This design comes from an exercise in tuning for small area, a short achievable clock period and few clock cycles on the open sky130 flow, not from production work.
Only simulation tests tie the RTL to the original design; equivalence was not proved.
No activity file was given, so power comes from the tool's default toggle rates.

==> garnet <==
==> flow/design.v (excerpt) <==
module CPU(clk, rst, imem_addr, imem_rdata, dmem_addr, dmem_wdata, dmem_we, dmem_rdata);
export LEC_CHECK = 0
export CAP_MARGIN = 20
export CORE_MARGIN = 2
export CORE_UTILIZATION = 40
export SLEW_MARGIN = 20
create_clock -name core_clock -period 21.0 [get_ports {clk}]
standard.sh (not shown) runs the stock make flow with config.mk's settings and CLKGATE_MAP_FILE= SYNTH_SCRIPT=/design/flow/synth_recipe.tcl, a recipe that flattens the netlist after the stock synthesis.
==> flow/flow/run.sh <==
#!/bin/bash
# The standard ORFS layout, with timing repair (floorplan, CTS and global
# route stages) aiming for a setup slack of SETUP_SLACK_MARGIN instead of 0.
# The SDC, synthesis and every other step are the standard flow's own (standard.sh).
set -euo pipefail
bash standard.sh SETUP_SLACK_MARGIN=15.5 SKIP_GATE_CLONING=1 finish > standard.log 2>&1
==> nickel (differences from garnet) <==
--- a/flow/design.v
+++ b/flow/design.v
@@ -2,15 +2,15 @@
 input clk, rst;
 input [31:0] oh1, oh2;    
 input [4:0] wa;
 input we;
 input [31:0] wd;
 output [31:0] rd1, rd2;
 output [31:0] rd31;       
-wire [31:0] wdr = wd & {32{~rst}};
+wire [31:0] wdr = wd;      
 wire [1023:0] flat;
 genvar g;
 generate
 for (g = 0; g < 32; g = g + 1) begin : R
 	reg [31:0] q;
 	wire en = rst | (we & (wa == g));
 	always @(posedge clk)
@@ -46,15 +46,15 @@
 reg        xv;           
 reg [31:0] ir;           
 reg [29:0] xpc1;         
 reg [31:0] xoh1, xoh2;   
 reg        x_wr, x_bl, x_ld, x_st, x_addc, x_use1, x_use2;
 reg        x_ya, x_yb, x_nb, x_xi, x_xp, x_cin;
 reg        r_sum, r_shl, r_shr, r_and, r_xor, r_a, r_pc;
-reg        x_sha, x_shv, x_br, x_bltz, x_bz, x_bnz;
+reg        x_sha, x_shv, x_br, x_bltz, x_bz, x_bnz, x_r31;
 reg        wwe;          
 reg        wload;        
 reg [4:0]  wdst;
 reg [31:0] wres;         
 reg [9:0]  maddr;
 reg        mwe;
 wire [5:0] fop = imem_rdata[31:26];
@@ -80,26 +80,29 @@
 wire dSW    = (fop == 6'h21);
 wire dB     = (fop == 6'h25);
 wire dBL    = (fop == 6'h26);
 wire dBCY   = (fop == 6'h27);
 wire dBCNY  = (fop == 6'h28);
 wire dSHV   = dSHLLV | dSHRLV | dSHRAV;
 wire dCBR   = dBLTZ | dBZ | dBNZ;
+wire f_off  = (imem_rdata[15:0] != 16'd0);
 wire [29:0] pc1 = pc + 30'd1;
 wire [29:0] f_jt = {pc1[29:26], imem_rdata[25:0]};
 wire        c_now;       
 wire        f_j = dB | dBL | (dBCY & c_now) | (dBCNY & ~c_now);
 wire [31:0] rf31;
 wire [29:0] f_rt = (wwe & (wdst == 5'd31)) ? wres[31:2] : rf31[31:2];
 wire [4:0] r1 = ir[25:21];
 wire [4:0] r2 = ir[20:16];
 wire [31:0] imm = {{16{ir[15]}}, ir[15:0]};
 wire [31:0] rf1, rf2;
+wire        wl = wload & ~rq;
+wire [31:0] wd = wl ? dmem_rdata : (wres & {32{~rq}});
 register_file RF(.clk(clk), .rst(rq), .oh1(xoh1), .oh2(xoh2), .rd1(rf1), .rd2(rf2), .rd31(rf31),
-                 .we(wwe), .wa(wdst), .wd(wload ? dmem_rdata : wres));
+                 .we(wwe), .wa(wdst), .wd(wd));
 wire f1 = wwe & (wdst == r1);
 wire f2 = wwe & (wdst == r2);
 wire [31:0] A = f1 ? wres : rf1;
 wire [31:0] B = f2 ? wres : rf2;
 wire stall = xv & wload & ((f1 & x_use1) | (f2 & x_use2));
 wire go = xv & ~stall;
 wire [31:0] xk = x_xi ? imm : x_xp ? {xpc1, 2'b00} : 32'd0;
@@ -128,15 +131,16 @@
                   ({32{r_shl}} & shrev) |
                   ({32{r_shr}} & shr_o) |
                   ({32{r_and}} & (A & B)) |
                   ({32{r_xor}} & (A ^ B)) |
                   ({32{r_a}}   & A) |
                   ({32{r_pc}}  & {xpc1, 2'b00});
 wire azero = (A == 32'd0);
-wire take = go & ((x_br & (A[31:2] != pc)) | (x_bltz & A[31]) | (x_bz & azero) | (x_bnz & ~azero));
+wire br_miss = ~x_r31 | (wwe & (wdst == 5'd31));
+wire take = go & ((x_br & br_miss) | (x_bltz & A[31]) | (x_bz & azero) | (x_bnz & ~azero));
 wire [29:0] tgt = x_br ? A[31:2] : sum[31:2];
 assign c_now = (xv & x_addc) ? sum[32] : carry;
 always @(posedge clk) begin
 	rq <= rst;
 	if (rst) begin
 		pc <= 30'd0;
 		xv <= 1'b0;
@@ -181,18 +185,22 @@
 		r_and  <= dAND;
 		r_xor  <= dXOR;
 		r_a    <= dSW;
 		r_pc   <= dBL;
 		x_sha  <= dSHRAV | dSHRA;
 		x_shv  <= dSHV;
 		x_br   <= dBR;
-		x_bltz <= dBLTZ;
-		x_bz   <= dBZ;
-		x_bnz  <= dBNZ;
+		x_bltz <= dBLTZ & f_off;
+		x_bz   <= dBZ & f_off;
+		x_bnz  <= dBNZ & f_off;
 	end
+	if (!stall)
+		x_r31 <= (imem_rdata[25:21] == 5'd31) & ~rq & ~(wwe & wload & (wdst == 5'd31));
+	else
+		x_r31 <= x_r31 & ~(wwe & (wdst == 5'd31));
 	wload <= x_ld;
 	wdst <= x_bl ? 5'd31 : r1;
 	wres <= res;
 	maddr <= sum[9:0];
 end
 assign imem_addr = {pc, 2'b00};
 assign dmem_addr = maddr;
--- a/flow/config.mk
+++ b/flow/config.mk
@@ -4,8 +4,10 @@
 export VERILOG_FILES = /design/flow/design.v
 export SDC_FILE = /design/flow/constraint.sdc
 export NUM_CORES = 4
 export LEC_CHECK = 0
 export CAP_MARGIN = 20
 export CORE_MARGIN = 2
 export CORE_UTILIZATION = 40
+export CTS_CLUSTER_DIAMETER = 100
+export CTS_CLUSTER_SIZE = 20
 export SLEW_MARGIN = 20
==> yarrow (differences from garnet) <==
--- a/flow/design.v
+++ b/flow/design.v
@@ -2,15 +2,15 @@
 input clk, rst;
 input [31:0] oh1, oh2;    
 input [4:0] wa;
 input we;
 input [31:0] wd;
 output [31:0] rd1, rd2;
 output [31:0] rd31;       
-wire [31:0] wdr = wd & {32{~rst}};
+wire [31:0] wdr = wd;      
 wire [1023:0] flat;
 genvar g;
 generate
 for (g = 0; g < 32; g = g + 1) begin : R
 	reg [31:0] q;
 	wire en = rst | (we & (wa == g));
 	always @(posedge clk)
@@ -46,15 +46,15 @@
 reg        xv;           
 reg [31:0] ir;           
 reg [29:0] xpc1;         
 reg [31:0] xoh1, xoh2;   
 reg        x_wr, x_bl, x_ld, x_st, x_addc, x_use1, x_use2;
 reg        x_ya, x_yb, x_nb, x_xi, x_xp, x_cin;
 reg        r_sum, r_shl, r_shr, r_and, r_xor, r_a, r_pc;
-reg        x_sha, x_shv, x_br, x_bltz, x_bz, x_bnz;
+reg        x_sha, x_shv, x_br, x_bltz, x_bz, x_bnz, x_r31;
 reg        wwe;          
 reg        wload;        
 reg [4:0]  wdst;
 reg [31:0] wres;         
 reg [9:0]  maddr;
 reg        mwe;
 wire [5:0] fop = imem_rdata[31:26];
@@ -80,35 +80,38 @@
 wire dSW    = (fop == 6'h21);
 wire dB     = (fop == 6'h25);
 wire dBL    = (fop == 6'h26);
 wire dBCY   = (fop == 6'h27);
 wire dBCNY  = (fop == 6'h28);
 wire dSHV   = dSHLLV | dSHRLV | dSHRAV;
 wire dCBR   = dBLTZ | dBZ | dBNZ;
+wire f_off  = (imem_rdata[15:0] != 16'd0);
 wire [29:0] pc1 = pc + 30'd1;
 wire [29:0] f_jt = {pc1[29:26], imem_rdata[25:0]};
 wire        c_now;       
 wire        f_j = dB | dBL | (dBCY & c_now) | (dBCNY & ~c_now);
 wire [31:0] rf31;
 wire [29:0] f_rt = (wwe & (wdst == 5'd31)) ? wres[31:2] : rf31[31:2];
 wire [4:0] r1 = ir[25:21];
 wire [4:0] r2 = ir[20:16];
 wire [31:0] imm = {{16{ir[15]}}, ir[15:0]};
 wire [31:0] rf1, rf2;
+wire        wl = wload & ~rq;
+wire [31:0] wd = wl ? dmem_rdata : (wres & {32{~rq}});
 register_file RF(.clk(clk), .rst(rq), .oh1(xoh1), .oh2(xoh2), .rd1(rf1), .rd2(rf2), .rd31(rf31),
-                 .we(wwe), .wa(wdst), .wd(wload ? dmem_rdata : wres));
+                 .we(wwe), .wa(wdst), .wd(wd));
 wire f1 = wwe & (wdst == r1);
 wire f2 = wwe & (wdst == r2);
 wire [31:0] A = f1 ? wres : rf1;
 wire [31:0] B = f2 ? wres : rf2;
 wire stall = xv & wload & ((f1 & x_use1) | (f2 & x_use2));
 wire go = xv & ~stall;
-wire [31:0] xk = x_xi ? imm : x_xp ? {xpc1, 2'b00} : 32'd0;
+wire [31:0] xk = x_xi ? imm : 32'd0;
 wire [31:0] ax = x_ya ? A : xk;
-wire [31:0] yk = x_xp ? {imm[29:0], 2'b00} : (imm ^ {32{x_cin}});
+wire [31:0] yk = imm ^ {32{x_cin}};
 wire [31:0] ay = x_yb ? (B ^ {32{x_nb}}) : yk;
 wire [33:0] sumx = {1'b0, ax, 1'b1} + {1'b0, ay, x_cin};    
 wire [32:0] sum = sumx[33:1];
 wire [4:0]  sa = x_shv ? B[4:0] : r2;
 wire [31:0] arev;
 wire [31:0] shr_o;
 wire [31:0] shrev;
@@ -128,16 +131,18 @@
                   ({32{r_shl}} & shrev) |
                   ({32{r_shr}} & shr_o) |
                   ({32{r_and}} & (A & B)) |
                   ({32{r_xor}} & (A ^ B)) |
                   ({32{r_a}}   & A) |
                   ({32{r_pc}}  & {xpc1, 2'b00});
 wire azero = (A == 32'd0);
-wire take = go & ((x_br & (A[31:2] != pc)) | (x_bltz & A[31]) | (x_bz & azero) | (x_bnz & ~azero));
-wire [29:0] tgt = x_br ? A[31:2] : sum[31:2];
+wire br_miss = ~x_r31 | (wwe & (wdst == 5'd31));
+wire take = go & ((x_br & br_miss) | (x_bltz & A[31]) | (x_bz & azero) | (x_bnz & ~azero));
+wire [29:0] cbt = xpc1 + imm[29:0];           
+wire [29:0] tgt = x_br ? A[31:2] : cbt;
 assign c_now = (xv & x_addc) ? sum[32] : carry;
 always @(posedge clk) begin
 	rq <= rst;
 	if (rst) begin
 		pc <= 30'd0;
 		xv <= 1'b0;
 		carry <= 1'b0;
@@ -181,18 +186,22 @@
 		r_and  <= dAND;
 		r_xor  <= dXOR;
 		r_a    <= dSW;
 		r_pc   <= dBL;
 		x_sha  <= dSHRAV | dSHRA;
 		x_shv  <= dSHV;
 		x_br   <= dBR;
-		x_bltz <= dBLTZ;
-		x_bz   <= dBZ;
-		x_bnz  <= dBNZ;
+		x_bltz <= dBLTZ & f_off;
+		x_bz   <= dBZ & f_off;
+		x_bnz  <= dBNZ & f_off;
 	end
+	if (!stall)
+		x_r31 <= (imem_rdata[25:21] == 5'd31) & ~rq & ~(wwe & wload & (wdst == 5'd31));
+	else
+		x_r31 <= x_r31 & ~(wwe & (wdst == 5'd31));
 	wload <= x_ld;
 	wdst <= x_bl ? 5'd31 : r1;
 	wres <= res;
 	maddr <= sum[9:0];
 end
 assign imem_addr = {pc, 2'b00};
 assign dmem_addr = maddr;
--- a/flow/config.mk
+++ b/flow/config.mk
@@ -4,8 +4,10 @@
 export VERILOG_FILES = /design/flow/design.v
 export SDC_FILE = /design/flow/constraint.sdc
 export NUM_CORES = 4
 export LEC_CHECK = 0
 export CAP_MARGIN = 20
 export CORE_MARGIN = 2
 export CORE_UTILIZATION = 40
+export CTS_CLUSTER_DIAMETER = 100
+export CTS_CLUSTER_SIZE = 20
 export SLEW_MARGIN = 20
==> summary of the runs <==
yarrow finished with timing, DRC and antenna clean. garnet went through all stages and came out clean. nickel passed the timing, design-rule and antenna checks.
Hold slack, highest first: garnet, yarrow, nickel.
In yarrow the register-to-register slack is better than in nickel, by 0.32 ns.
Critical path depth, lowest first: yarrow, garnet, nickel.
Die area, highest first: yarrow, nickel, garnet.
Core utilization: garnet is higher than yarrow (2.2 points).
Clock-buffer cell count: yarrow < nickel < garnet.
The highest synthesized area belongs to yarrow, the lowest to garnet.
Synthesized cell count, highest first: yarrow, garnet, nickel.
==> figures <==
| item | nickel | garnet | yarrow |
|---|---|---|---|
| Dpl cell area | 64570 um2 | 64100 um2 | 65780 um2 |
| Clock-pin slew on the worst setup and hold paths | 0.09 ns | 0.07 ns | 0.09 ns |
| Beginning of the critical path | xoh2[13]$_SDFFCE_PP0N_ | xoh1[10]$_SDFFCE_PP0N_ | wres[16]$_DFF_P_ |
| Worst setup EP type | flip-flop | flip-flop | output port |
| Run status | finished clean | finished clean | finished clean |
| Avg Inst Size Synth | 12.75 um2 | 12.59 um2 | 12.34 um2 |
| Share of the final layout cell area in multi-input gates | 32.54% | 31.51% | 34.08% |
| Post-Place Setup Slack | 13.52 ns | 13.78 ns | 13.82 ns |
| Static leakage | 0.02436 uW | 0.02560 uW | 0.02439 uW |
| Register-to-register setup slack | 15.14 ns | 15.38 ns | 15.46 ns |
| GR met1 Demand/Resource | 49.20% | 48.12% | 48.69% |
| Final standard cell count with taps included and fillers excluded | 7019 | 7105 | 7238 |
| Fraction of the mapped netlist area in adder cells | 1.389% | 1.398% | 1.993% |
| Stage delay of the slowest cell on the critical path | 0.73 ns | 0.70 ns | 0.34 ns |
| Number of global-route vias before repair | 50170 | 50750 | 51290 |
| GRT Util Overall | 40.99% | 41.78% | 41.62% |
| Flop pwr share | 56.3% | 47.8% | 55.6% |
Testbench counts of garnet, summed over its fixed seeds: cycles 42,676.
Testbench counts of nickel, summed over its fixed seeds: cycles 42,429.
Testbench counts of yarrow, summed over its fixed seeds: cycles 42,429.

-- what the ideal ports hide --
Ports are ideal in the flow. The routed layouts listed here were re-timed in OpenROAD.
Step 1: set_driving_cell puts a clkbuf_16 on clk and a buf_2 on each other input, an assumption about the parent block.
Step 2 moves the port delays by t, midway between the first and last clock arrival at a register: inputs arrive t later, outputs are due t later. That takes back most of the time a late clock gives input paths.
a / b / c = ideal / step 1 / step 2; a / b = the first two.
| run | t (ns) | slack for setup (ns) | worst register clock-pin slew, ns |
|---|---|---|---|
| garnet | 0.888 | 15.377 / 15.331 / 14.576 | 0.07 / 0.07 |
| nickel | 0.814 | 15.142 / 15.142 / 14.565 | 0.10 / 0.10 |
| yarrow | 0.836 | 15.443 / 15.361 / 14.758 | 0.10 / 0.10 |
After both steps every run listed still meets setup and hold. For garnet, which loses most, drivers alone change the setup slack by -0.046 ns; drivers and shift together by -0.801 ns.
